Background: an optimization exercise with open tools, aiming at small area. Do not read the settings as production practice.
Function was checked by simulation only, so behaviour that the tests miss may differ from the original.
Power figures rest on the tool's default switching activity, not on a simulated workload.

==> inputs of branch willow <==
## crt
module crt(
	input clk,
	input reset,
	input cs,
	input we,
	input [3:0] addr,
	input [15:0] data_in,
	output [15:0] data_out,
	output irq,
	output vs,
	output hs,
	output ven,
	output [2:0] clksel,
	output [31:0] pixaddr
);
==> module crt, before the edit <==
module crt(
	input clk,
	input reset,
	input cs,
	input we,
	input [3:0] addr,
	input [15:0] data_in,
	output [15:0] data_out,
	output irq,
	output vs,
	output hs,
	output ven,
	output [2:0] clksel,
	output [31:0] pixaddr
);
reg [15:0] hb, hv, hf, he, vb, vv, vf, ve;
reg [15:0] fl, fh, sl, sh, ic, ir, cr;
reg [15:0] col, row;
reg [31:0] pa;
reg field;
reg irq_r;
wire wr = cs & we;
wire [15:0] d0 = data_in & {16{~reset}};	 
wire [15:0] d1 = data_in | {16{reset}};		 
function [15:0] pick;
	input [15:0] rv;
	begin
		pick = (d1 & rv) | (d0 & ~rv);
	end
endfunction
wire [15:0] wsel;
genvar k;
generate for (k = 0; k < 16; k = k + 1) begin : dec
	assign wsel[k] = reset | (wr & (addr == k));
end endgenerate
always @(posedge clk) begin
	if (wsel[4'h0]) hb <= pick(16'd44);
	if (wsel[4'h1]) hv <= pick(16'd192);
	if (wsel[4'h2]) hf <= pick(16'd2112);
	if (wsel[4'h3]) he <= pick(16'd2199);
	if (wsel[4'h4]) vb <= pick(16'd5);
	if (wsel[4'h5]) vv <= pick(16'd41);
	if (wsel[4'h6]) vf <= pick(16'd581);
	if (wsel[4'h7]) ve <= pick(16'd584);
	if (wsel[4'h8]) fl <= pick(16'h0000);
	if (wsel[4'h9]) fh <= pick(16'h0001);
	if (wsel[4'hA]) sl <= pick(16'h0080);
	if (wsel[4'hB]) sh <= pick(16'h0000);
	if (wsel[4'hC]) ic <= pick(16'd0);
	if (wsel[4'hD]) ir <= pick(16'd0);
	if (wsel[4'hF]) cr <= pick(16'h0002);
end
reg [15:0] rd;
always @(*) begin
	case (addr)
	4'h0: rd = hb;
	4'h1: rd = hv;
	4'h2: rd = hf;
	4'h3: rd = he;
	4'h4: rd = vb;
	4'h5: rd = vv;
	4'h6: rd = vf;
	4'h7: rd = ve;
	4'h8: rd = fl;
	4'h9: rd = fh;
	4'hA: rd = sl;
	4'hB: rd = sh;
	4'hC: rd = ic;
	4'hD: rd = ir;
	4'hE: rd = 16'h0000;
	default: rd = cr;
	endcase
end
assign data_out = rd;
wire interlaced = cr[1];
function lt16;	 
	input [15:0] a, b;
	integer i;
	reg c;
	begin
		c = 1'b0;
		for (i = 0; i < 16; i = i + 1)
			c = (~a[i] & b[i]) | (~a[i] & c) | (b[i] & c);
		lt16 = c;
	end
endfunction
function [1:0] lteq16;
	input [15:0] a, b;
	reg [15:0] l, e;
	integer i, w;
	begin
		l = ~a & b;
		e = ~(a ^ b);
		for (w = 1; w < 16; w = w * 2)
			for (i = 0; i < 16; i = i + 2 * w) begin
				l[i] = l[i + w] | (e[i + w] & l[i]);
				e[i] = e[i + w] & e[i];
			end
		lteq16 = {l[0], e[0]};
	end
endfunction
wire col_lt_hb = lt16(col, hb);
wire col_lt_hv = lt16(col, hv);
wire row_lt_vb = lt16(row, vb);
wire row_lt_vv = lt16(row, vv);
wire col_0 = ~|col;
wire row_0 = ~|row;
wire col_lt_hf, col_hf;
assign {col_lt_hf, col_hf} = lteq16(col, hf);
wire col_he = (col == he);
wire col_he2 = (col == {1'b0, he[15:1]});
wire col_ic = (col == ic);
wire row_lt_vf, row_vf;
assign {row_lt_vf, row_vf} = lteq16(row, vf);
wire row_ve = (row == ve);
wire row_ir = (row == ir);
wire in_hvideo = ~col_lt_hv & col_lt_hf;
wire in_vvideo = ~row_lt_vv & row_lt_vf;
wire in_video = in_hvideo & in_vvideo;
wire in_hend = col_he | (interlaced & row_ve & col_he2);
wire in_vend = row_ve & (interlaced ? col_he2 : col_he);
wire restart = (row_0 & col_0) | (row_vf & col_hf);
wire ld = reset | restart;
wire sf = ld & field;
wire rowinc = in_hend & in_vvideo;
wire [31:0] xa = ld ? {fh, fl} : pa;
wire ysel = ld ? field : rowinc;
wire [31:0] ya = {32{ysel}} & {sh, sl};
wire [31:0] wa = {{16{sf}}, {16{sf}} & he};
wire [15:0] na = {16{sf}} & ~hv;
wire ci = sf | (~ld & ~rowinc & in_video);
wire [31:0] a1 = xa;
wire [31:0] b1 = {ya[31:16], wa[15:0]};
wire [31:0] e1 = {wa[31:16], 16'd0} | {16'd0, na};
wire [31:0] s1 = a1 ^ b1 ^ e1;
wire [32:0] c1 = {(a1 & b1) | (a1 & e1) | (b1 & e1), ci};
wire [31:0] n2 = {16'd0, ya[15:0]};
wire [31:0] s2 = s1 ^ c1[31:0] ^ n2;
wire [32:0] c2 = {(s1 & c1[31:0]) | (s1 & n2) | (c1[31:0] & n2), 1'b0};
function [31:0] bk_add;
	input [31:0] a, b;
	reg [31:0] g, p, G, P;
	reg [31:0] gn, pn;
	integer i, d;
	begin
		g = a & b;
		p = a ^ b;
		G = g;
		P = p;
		for (d = 1; d < 32; d = d * 2)
			for (i = 2 * d - 1; i < 32; i = i + 2 * d) begin
				G[i] = G[i] | (P[i] & G[i - d]);
				P[i] = P[i] & P[i - d];
			end
		for (d = 8; d >= 1; d = d / 2)
			for (i = 3 * d - 1; i < 32; i = i + 2 * d) begin
				G[i] = G[i] | (P[i] & G[i - d]);
				P[i] = P[i] & P[i - d];
			end
		bk_add = p ^ {G[30:0], 1'b0};
	end
endfunction
wire [31:0] pa_next = bk_add(s2, c2[31:0]);
always @(posedge clk) begin
	pa <= pa_next;
	field <= reset ? 1'b0 : in_vend ? (interlaced & ~field) : field;
	row <= (reset | in_vend) ? 16'd0 : row + {15'd0, in_hend};
	col <= (reset | in_hend) ? 16'd0 : col + 16'd1;
	irq_r <= ~reset & ~(wr & (addr == 4'hE)) & (irq_r | (cr[15] & row_ir & col_ic));
end
assign hs = col_lt_hb ^ cr[14];
assign vs = row_lt_vb ^ cr[13];
assign ven = in_video & ~cr[0];
assign clksel = cr[7:5];
assign pixaddr = pa;
assign irq = irq_r;
endmodule
export LEC_CHECK = 0
export CAP_MARGIN = 20
export CORE_MARGIN = 2
export CORE_UTILIZATION = 75
export SLEW_MARGIN = 20
create_clock -name core_clock -period 7.5 [get_ports {clk}]
standard.sh (not shown) runs the stock make flow with config.mk's settings and CLKGATE_MAP_FILE= SYNTH_SCRIPT=/design/flow/synth_recipe.tcl, a recipe that flattens the netlist after the stock synthesis.
==> flow/flow/run.sh <==
#!/bin/bash
# Standard ORFS layout (the standard.sh, unchanged synthesis) with three changes:
#  - ports are buffered with the smallest buffer (buf_1) instead of the default choice
#  - clock tree built without dummy loads
#  - clock tree buffers and clustering set below
set -euo pipefail
CTS="-sink_clustering_enable -repair_clock_nets -dont_use_dummy_load -sink_clustering_size 20 -sink_clustering_max_diameter 50 -buf_list sky130_fd_sc_hd__clkbuf_8"
bash standard.sh \
  "BUFFER_PORTS_ARGS=-buffer_cell sky130_fd_sc_hd__buf_1" \
  "CTS_ARGS=$CTS" \
  finish > flow_standard.log 2>&1
==> inputs of branch violet, as changes to branch willow <==
==> flow/flow/run.sh (replaced) <==
#!/bin/bash
# Standard ORFS layout (the standard.sh, unchanged synthesis) with three changes:
#  - ports are buffered with the smallest buffer (buf_1) instead of the default choice
#  - clock tree built without dummy loads
#  - clock tree buffers and clustering set below
set -euo pipefail
CTS="-sink_clustering_enable -repair_clock_nets -dont_use_dummy_load -sink_clustering_size 20 -sink_clustering_max_diameter 50 -buf_list \"sky130_fd_sc_hd__clkbuf_4 sky130_fd_sc_hd__clkbuf_8\""
bash standard.sh \
  "BUFFER_PORTS_ARGS=-buffer_cell sky130_fd_sc_hd__buf_1" \
  "CTS_ARGS=$CTS" \
  finish > flow_standard.log 2>&1
CORE_UTILIZATION = 70   (was 75)
==> inputs of branch fjord, as changes to branch willow <==
--- a/flow/design.v
+++ b/flow/design.v
@@ -80,38 +80,23 @@
 	begin
 		c = 1'b0;
 		for (i = 0; i < 16; i = i + 1)
-			c = (~a[i] & b[i]) | (~a[i] & c) | (b[i] & c);
+			c = (~a[i] & b[i]) | (~(a[i] ^ b[i]) & c);
 		lt16 = c;
-	end
-endfunction
-function [1:0] lteq16;
-	input [15:0] a, b;
-	reg [15:0] l, e;
-	integer i, w;
-	begin
-		l = ~a & b;
-		e = ~(a ^ b);
-		for (w = 1; w < 16; w = w * 2)
-			for (i = 0; i < 16; i = i + 2 * w) begin
-				l[i] = l[i + w] | (e[i + w] & l[i]);
-				e[i] = e[i + w] & e[i];
-			end
-		lteq16 = {l[0], e[0]};
 	end
 endfunction
 wire col_lt_hb = lt16(col, hb);
 wire col_lt_hv = lt16(col, hv);
+wire col_lt_hf = lt16(col, hf);
 wire row_lt_vb = lt16(row, vb);
 wire row_lt_vv = lt16(row, vv);
+wire row_lt_vf = lt16(row, vf);
 wire col_0 = ~|col;
 wire row_0 = ~|row;
-wire col_lt_hf, col_hf;
-assign {col_lt_hf, col_hf} = lteq16(col, hf);
+wire col_hf = (col == hf);
 wire col_he = (col == he);
 wire col_he2 = (col == {1'b0, he[15:1]});
 wire col_ic = (col == ic);
-wire row_lt_vf, row_vf;
-assign {row_lt_vf, row_vf} = lteq16(row, vf);
+wire row_vf = (row == vf);
 wire row_ve = (row == ve);
 wire row_ir = (row == ir);
 wire in_hvideo = ~col_lt_hv & col_lt_hf;
@@ -129,12 +114,9 @@
 wire [31:0] wa = {{16{sf}}, {16{sf}} & he};
 wire [15:0] na = {16{sf}} & ~hv;
 wire ci = sf | (~ld & ~rowinc & in_video);
-wire [31:0] a1 = xa;
-wire [31:0] b1 = {ya[31:16], wa[15:0]};
-wire [31:0] e1 = {wa[31:16], 16'd0} | {16'd0, na};
-wire [31:0] s1 = a1 ^ b1 ^ e1;
-wire [32:0] c1 = {(a1 & b1) | (a1 & e1) | (b1 & e1), ci};
-wire [31:0] n2 = {16'd0, ya[15:0]};
+wire [31:0] s1 = xa ^ ya ^ wa;
+wire [32:0] c1 = {(xa & ya) | (xa & wa) | (ya & wa), ci};
+wire [31:0] n2 = {16'd0, na};
 wire [31:0] s2 = s1 ^ c1[31:0] ^ n2;
 wire [32:0] c2 = {(s1 & c1[31:0]) | (s1 & n2) | (c1[31:0] & n2), 1'b0};
 function [31:0] bk_add;
CORE_UTILIZATION = 50   (was 75)
==> notes <==
Branch willow went through all stages and came out clean. Branch fjord completed with no timing, DRC or antenna violations. Branch violet never finished: it broke off in 4_1_cts with STA-0564. In branch willow the combinational power is lower than in branch fjord, by about 10%. Of branch fjord and branch willow, branch fjord has the higher die area (gap 52%, measured against branch willow). Against branch fjord, the sequential share of layout area of branch willow is higher by 2.0 points. Between branch willow and branch fjord, the lower total power is in branch willow (gap about 4%, measured against branch fjord). In synthesized cell count, branch violet and branch willow do not differ.
==> figures <==
                                                        branch fjord   branch violet  branch willow
Clock Latency Late Sink                                      0.60 ns               -        0.57 ns
Detailed-route via count                                       13042               -          13220
Share of the clock period used by the worst path               0.925               -          0.945
Final nets                                                      1808               -           1692
Result of the run                           timing/DRC/antenna clean  did not finish  timing/DRC/antenna clean
Last stage reached                                                 -         4_1_cts              -
Buffer cell driving the clock tree root                     clkbuf_8               -       clkbuf_8
Utilization after layout                                       0.553               -          0.811
Peak supply drop                                          0.000148 V               -     0.000191 V
Maximum fanout encountered on the critical timing path             6               -             30
Worst setup path endpoint                                     pa[31]               -         pa[31]
Number of max-capacitance violations reported                      0               -              0

==> static timing again, ports no longer ideal <==
Ports are ideal in the flow. The routed layouts listed here were re-timed in OpenROAD.
Step 1 assumes that a clkbuf_16 drives the clock port and a buf_2 every other input.
Step 2 times the ports against the registers' clock, not the clock port: input delays grow and output delays shrink by t, the midpoint of the rising clock arrivals with the driver on.
Slacks: ideal ports / drivers / drivers and shift; pairs: ideal ports / drivers.
run | shift t [ns] | setup WS [ns] | worst setup path after step 2 | worst register clock-pin slew, ns | worst slew at a driven data input, ns
branch willow | 0.591 | 0.411 / 0.411 / 0.411 | register to register | 0.11 / 0.11 | 0.04
branch fjord | 0.615 | 0.563 / 0.563 / 0.408 | input to register | 0.11 / 0.11 | 0.10
After both steps every run listed still meets setup and hold. For branch fjord, which loses most, drivers alone change the setup slack by 0.000 ns; drivers and shift together by -0.155 ns.
